From an optimization exercise on the open Yosys and OpenROAD flow, aimed at small area; shortcuts taken in it are not production practice. No activity file was given, so power comes from the tool's default toggle rates.

==> v1 <==
## axisafety
module axisafety (
		output	reg		o_read_fault,
		output	reg		o_write_fault,
		input	wire		S_AXI_ACLK,
		input	wire		S_AXI_ARESETN,
		output	reg		M_AXI_ARESETN,
		output	wire		comb_aresetn,
		input	wire		ext_resetn,
		output	wire		channel_up,
		input	wire [5:0]	S_AXI_AWID,
		input	wire [27:0]	S_AXI_AWADDR,
		input	wire [7:0]	S_AXI_AWLEN,
		input	wire [2:0]	S_AXI_AWSIZE,
		input	wire [1:0]	S_AXI_AWBURST,
		input	wire		S_AXI_AWLOCK,
		input	wire [3:0]	S_AXI_AWCACHE,
		input	wire [2:0]	S_AXI_AWPROT,
		input	wire [3:0]	S_AXI_AWQOS,
		input	wire		S_AXI_AWVALID,
		output	reg		S_AXI_AWREADY,
		input	wire [31:0]	S_AXI_WDATA,
		input	wire [3:0]	S_AXI_WSTRB,
		input	wire		S_AXI_WLAST,
		input	wire		S_AXI_WVALID,
		output	reg		S_AXI_WREADY,
		output	wire [5:0]	S_AXI_BID,
		output	reg [1:0]	S_AXI_BRESP,
		output	reg		S_AXI_BVALID,
		input	wire		S_AXI_BREADY,
		input	wire [5:0]	S_AXI_ARID,
		input	wire [27:0]	S_AXI_ARADDR,
		input	wire [7:0]	S_AXI_ARLEN,
		input	wire [2:0]	S_AXI_ARSIZE,
		input	wire [1:0]	S_AXI_ARBURST,
		input	wire		S_AXI_ARLOCK,
		input	wire [3:0]	S_AXI_ARCACHE,
		input	wire [2:0]	S_AXI_ARPROT,
		input	wire [3:0]	S_AXI_ARQOS,
		input	wire		S_AXI_ARVALID,
		output	reg		S_AXI_ARREADY,
		output	wire [5:0]	S_AXI_RID,
		output	reg [31:0]	S_AXI_RDATA,
		output	reg [1:0]	S_AXI_RRESP,
		output	reg		S_AXI_RLAST,
		output	reg		S_AXI_RVALID,
		input	wire		S_AXI_RREADY,
		output	reg [5:0]	M_AXI_AWID,
		output	reg [27:0]	M_AXI_AWADDR,
		output	reg [7:0]	M_AXI_AWLEN,
		output	reg [2:0]	M_AXI_AWSIZE,
		output	reg [1:0]	M_AXI_AWBURST,
		output	reg		M_AXI_AWLOCK,
		output	reg [3:0]	M_AXI_AWCACHE,
		output	reg [2:0]	M_AXI_AWPROT,
		output	reg [3:0]	M_AXI_AWQOS,
		output	reg		M_AXI_AWVALID,
		input	wire		M_AXI_AWREADY,
		output	reg [31:0]	M_AXI_WDATA,
		output	reg [3:0]	M_AXI_WSTRB,
		output	reg		M_AXI_WLAST,
		output	reg		M_AXI_WVALID,
		input	wire		M_AXI_WREADY,
		input	wire [5:0]	M_AXI_BID,
		input	wire [1:0]	M_AXI_BRESP,
		input	wire		M_AXI_BVALID,
		output	wire		M_AXI_BREADY,
		output	reg [5:0]	M_AXI_ARID,
		output	reg [27:0]	M_AXI_ARADDR,
		output	reg [7:0]	M_AXI_ARLEN,
		output	reg [2:0]	M_AXI_ARSIZE,
		output	reg [1:0]	M_AXI_ARBURST,
		output	reg		M_AXI_ARLOCK,
		output	reg [3:0]	M_AXI_ARCACHE,
		output	reg [2:0]	M_AXI_ARPROT,
		output	reg [3:0]	M_AXI_ARQOS,
		output	reg		M_AXI_ARVALID,
		input	wire		M_AXI_ARREADY,
		input	wire [5:0]	M_AXI_RID,
		input	wire [31:0]	M_AXI_RDATA,
		input	wire [1:0]	M_AXI_RRESP,
		input	wire		M_AXI_RLAST,
		input	wire		M_AXI_RVALID,
		output	wire		M_AXI_RREADY
	);
==> flow/config.mk <==
export PLATFORM = sky130hd
export DESIGN_NAME = axisafety
export DESIGN_NICKNAME = axisafety
export VERILOG_FILES = /design/flow/design.v
export SDC_FILE = /design/flow/constraint.sdc
export NUM_CORES = 4
export LEC_CHECK = 0
export CAP_MARGIN = 20
export CORE_MARGIN = 2
export CORE_UTILIZATION = 40
export CTS_BUF_LIST = sky130_fd_sc_hd__clkbuf_4 sky130_fd_sc_hd__clkbuf_8
export CTS_CLUSTER_DIAMETER = 60
export CTS_CLUSTER_SIZE = 12
export SLEW_MARGIN = 20
==> flow/constraint.sdc <==
create_clock -name core_clock -period 10.0 [get_ports {S_AXI_ACLK}]
set_input_delay 2.0000 -clock core_clock [delete_from_list [all_inputs] [get_ports {S_AXI_ACLK}]]
set_output_delay 2.0000 -clock core_clock [all_outputs]
set_load 0.01 [all_outputs]
standard.sh (not shown) runs the stock make flow with config.mk's settings and CLKGATE_MAP_FILE= SYNTH_SCRIPT=/design/flow/synth_recipe.tcl, a recipe that flattens the netlist after the stock synthesis.
==> flow/flow/run.sh <==
#!/bin/bash
# Standard ORFS layout, with the port buffers made of the smallest buffer cell.
set -euo pipefail
bash standard.sh "BUFFER_PORTS_ARGS=-buffer_cell sky130_fd_sc_hd__buf_1" finish > orfs_make.log 2>&1
==> inputs of v14, as changes to v1 <==
--- a/flow/design.v
+++ b/flow/design.v
@@ -37,17 +37,17 @@
 		input	wire [3:0]	S_AXI_ARCACHE,
 		input	wire [2:0]	S_AXI_ARPROT,
 		input	wire [3:0]	S_AXI_ARQOS,
 		input	wire		S_AXI_ARVALID,
 		output	reg		S_AXI_ARREADY,
 		output	wire [5:0]	S_AXI_RID,
 		output	reg [31:0]	S_AXI_RDATA,
 		output	reg [1:0]	S_AXI_RRESP,
-		output	reg		S_AXI_RLAST,
+		output	wire		S_AXI_RLAST,
 		output	reg		S_AXI_RVALID,
 		input	wire		S_AXI_RREADY,
 		output	reg [5:0]	M_AXI_AWID,
 		output	reg [27:0]	M_AXI_AWADDR,
 		output	reg [7:0]	M_AXI_AWLEN,
 		output	reg [2:0]	M_AXI_AWSIZE,
 		output	reg [1:0]	M_AXI_AWBURST,
 		output	reg		M_AXI_AWLOCK,
@@ -92,17 +92,16 @@
 	reg		r_wvalid, m_wvalid;
 	reg	[31:0]	r_wdata, m_wdata;
 	reg	[3:0]	r_wstrb, m_wstrb;
 	reg		r_wlast, m_wlast;
 	reg		m_bvalid;
 	reg	[1:0]	m_bresp;
 	reg		r_rvalid, m_rvalid;
 	reg	[1:0]	r_rresp, m_rresp;
-	reg		m_rlast;
 	reg	[31:0]	r_rdata, m_rdata;
 	reg		rfifo_empty;
 	wire		rfifo_last, rfifo_penultimate;
 	reg		s_wbursts;
 	reg		m_wempty;
 	wire		m_wlastctr;
 	reg		waddr_valid;
 	wire		raddr_valid;
@@ -399,48 +398,45 @@
 	begin
 		m_rvalid = 1;
 		m_rresp  = r_rresp;
 	end else begin
 		m_rvalid = M_AXI_RVALID && raddr_valid && !faulty_read_return;
 		m_rresp  = M_AXI_RRESP;
 	end
 	always @(*)
-	if (S_AXI_RVALID)
-		m_rlast = rfifo_penultimate;
-	else
-		m_rlast = rfifo_last;
-	always @(*)
 	if (r_rvalid)
 		m_rdata = r_rdata;
 	else
 		m_rdata = M_AXI_RDATA;
 	always @(posedge S_AXI_ACLK)
 	if (!S_AXI_ARESETN)
 		S_AXI_RVALID <= 0;
 	else if (!S_AXI_RVALID || S_AXI_RREADY)
 		S_AXI_RVALID <= m_rvalid;
 	always @(posedge S_AXI_ACLK)
 	if (!S_AXI_RVALID || S_AXI_RREADY)
 	begin
 		S_AXI_RRESP  <= m_rresp;
-		S_AXI_RLAST  <= m_rlast;
 		S_AXI_RDATA  <= m_rdata;
 	end
 	assign	S_AXI_RID = rfifo_id;
+	assign	S_AXI_RLAST = rfifo_last;
 	reg	[2:0]	ext_resetn_r;
-	reg	[9:0]	chup_count;
+	reg	[9:0]	chup_lfsr;
+	wire		chup_ones = &chup_lfsr[8:0];
 	always @(posedge S_AXI_ACLK)
 		ext_resetn_r <= {ext_resetn_r[1:0], ext_resetn};
 	always @(posedge S_AXI_ACLK)
 	if (ext_resetn != ext_resetn_r[0])
-		chup_count <= 0;
-	else if (!(&chup_count))
-		chup_count <= chup_count + 1;
-	assign channel_up = ext_resetn_r[0] ^ !(&chup_count);
+		chup_lfsr <= 10'h3fe;
+	else
+		chup_lfsr <= { chup_lfsr[8:0],
+			!(chup_lfsr[9] ^ chup_lfsr[6]) || (chup_ones && !chup_lfsr[9]) };
+	assign channel_up = ext_resetn_r[0] ^ !(chup_ones && chup_lfsr[9]);
 	assign comb_aresetn = M_AXI_ARESETN & ext_resetn_r[2];
 	reg	[4:0]	reset_counter;
 	reg		r_clear_fault;
 	wire		reset_timeout = reset_counter[4];
 	always @(posedge S_AXI_ACLK)
 	if (!S_AXI_ARESETN)
 		M_AXI_ARESETN <= 0;
 	else if (clear_fault)
==> flow/flow/run.sh (replaced) <==
#!/bin/bash
# Standard ORFS layout (standard.sh), with two changes:
#  - synthesis maps the logic with an area-oriented ABC script (flow/synth.tcl);
#  - the port buffers are the smallest buffer cell, sky130_fd_sc_hd__buf_1.
# All of the ORFS tools' output goes to orfs_make.log here, and each step's
# own log stays under orfs/logs/.
set -euo pipefail
export FLOW_WORK="$PWD"
bash standard.sh "SYNTH_SCRIPT=$FLOW_WORK/flow/synth.tcl" \
  "BUFFER_PORTS_ARGS=-buffer_cell sky130_fd_sc_hd__buf_1" finish > orfs_make.log 2>&1
==> flow/flow/abc_area.script (new file) <==
strash
dch -f
amap -F 5 -A 5
mfs2
strash
dch -f
amap -F 5 -A 5
==> flow/flow/synth.tcl (new file) <==
# The standard flow's synthesis (synth_recipe.tcl, unchanged), with ABC's technology
# mapping run with an area-oriented script (flow/abc_area.script) in place
# of ORFS's default one.  Registers are mapped before ABC runs, so they
# are the standard synthesis's, with the same names and cells.
proc abc {args} {
  set i [lsearch -exact $args -script]
  if {$i >= 0} {
    lset args [expr {$i + 1}] $::env(FLOW_WORK)/flow/abc_area.script
  }
  yosys abc {*}$args
}
source $::env(FLOW_WORK)/synth_recipe.tcl
==> flow/config.mk (replaced) <==
export PLATFORM = sky130hd
export DESIGN_NAME = axisafety
export DESIGN_NICKNAME = axisafety
export VERILOG_FILES = /design/flow/design.v
export SDC_FILE = /design/flow/constraint.sdc
export NUM_CORES = 4
export LEC_CHECK = 0
export CAP_MARGIN = 20
export CORE_MARGIN = 2
export CORE_UTILIZATION = 40
export CTS_BUF_LIST = sky130_fd_sc_hd__clkbuf_16
export CTS_CLUSTER_DIAMETER = 40
export CTS_CLUSTER_SIZE = 30
export SLEW_MARGIN = 20
==> comparison table <==
Status: v14 finished clean; v1 finished clean
Met2 Usage GRT: v14 0.3141; v1 0.2698
Critical path destination: v14 comb_aresetn; v1 channel_up
Switching power: v14 726.3 µW; v1 597.5 µW
Switching part of the total power: v14 0.2193; v1 0.2211
Distinct cells, synth: v14 39; v1 58
Total power draw: v14 3.312 mW; v1 2.702 mW
Uppermost layer routed: v14 met5; v1 met4
Fraction of post-synthesis cell area in the top cell type by area: v14 0.6041; v1 0.5808
Max stage delay on crit path: v14 0.50 ns; v1 0.58 ns
Sequential standard cell area: v14 0.008969 mm²; v1 0.009001 mm²
Min cycle time layout: v14 3.933 ns; v1 4.272 ns
Area grow syn2layout: v14 31.47%; v1 23.16%
No functional check of the RTL was part of any run of this note.

[static timing again, ports no longer ideal]
Ports are ideal in the flow. The routed layouts listed here were re-timed in OpenROAD. Step 1 sets driving cells, clkbuf_16 on the clock port and buf_2 on the other inputs (assumed; they add their load-dependent delay and slew). Step 2 also shifts input and output timing later by t, the mid clock arrival at the registers, as if the neighbouring blocks saw the same clock. Slacks: ideal / step 1 / step 2; pairs: ideal / step 1.
run	shift t [ns]	slack for setup (ns)	worst hold slack (ns)
v1	0.563	5.728 / 5.694 / 5.795	0.340 / 0.340 / 0.340
v14	0.562	6.067 / 6.020 / 5.936	0.325 / 0.325 / 0.325
After both steps every run listed still meets setup and hold. For v14, which loses most, drivers alone change the setup slack by -0.047 ns; drivers and shift together by -0.131 ns.
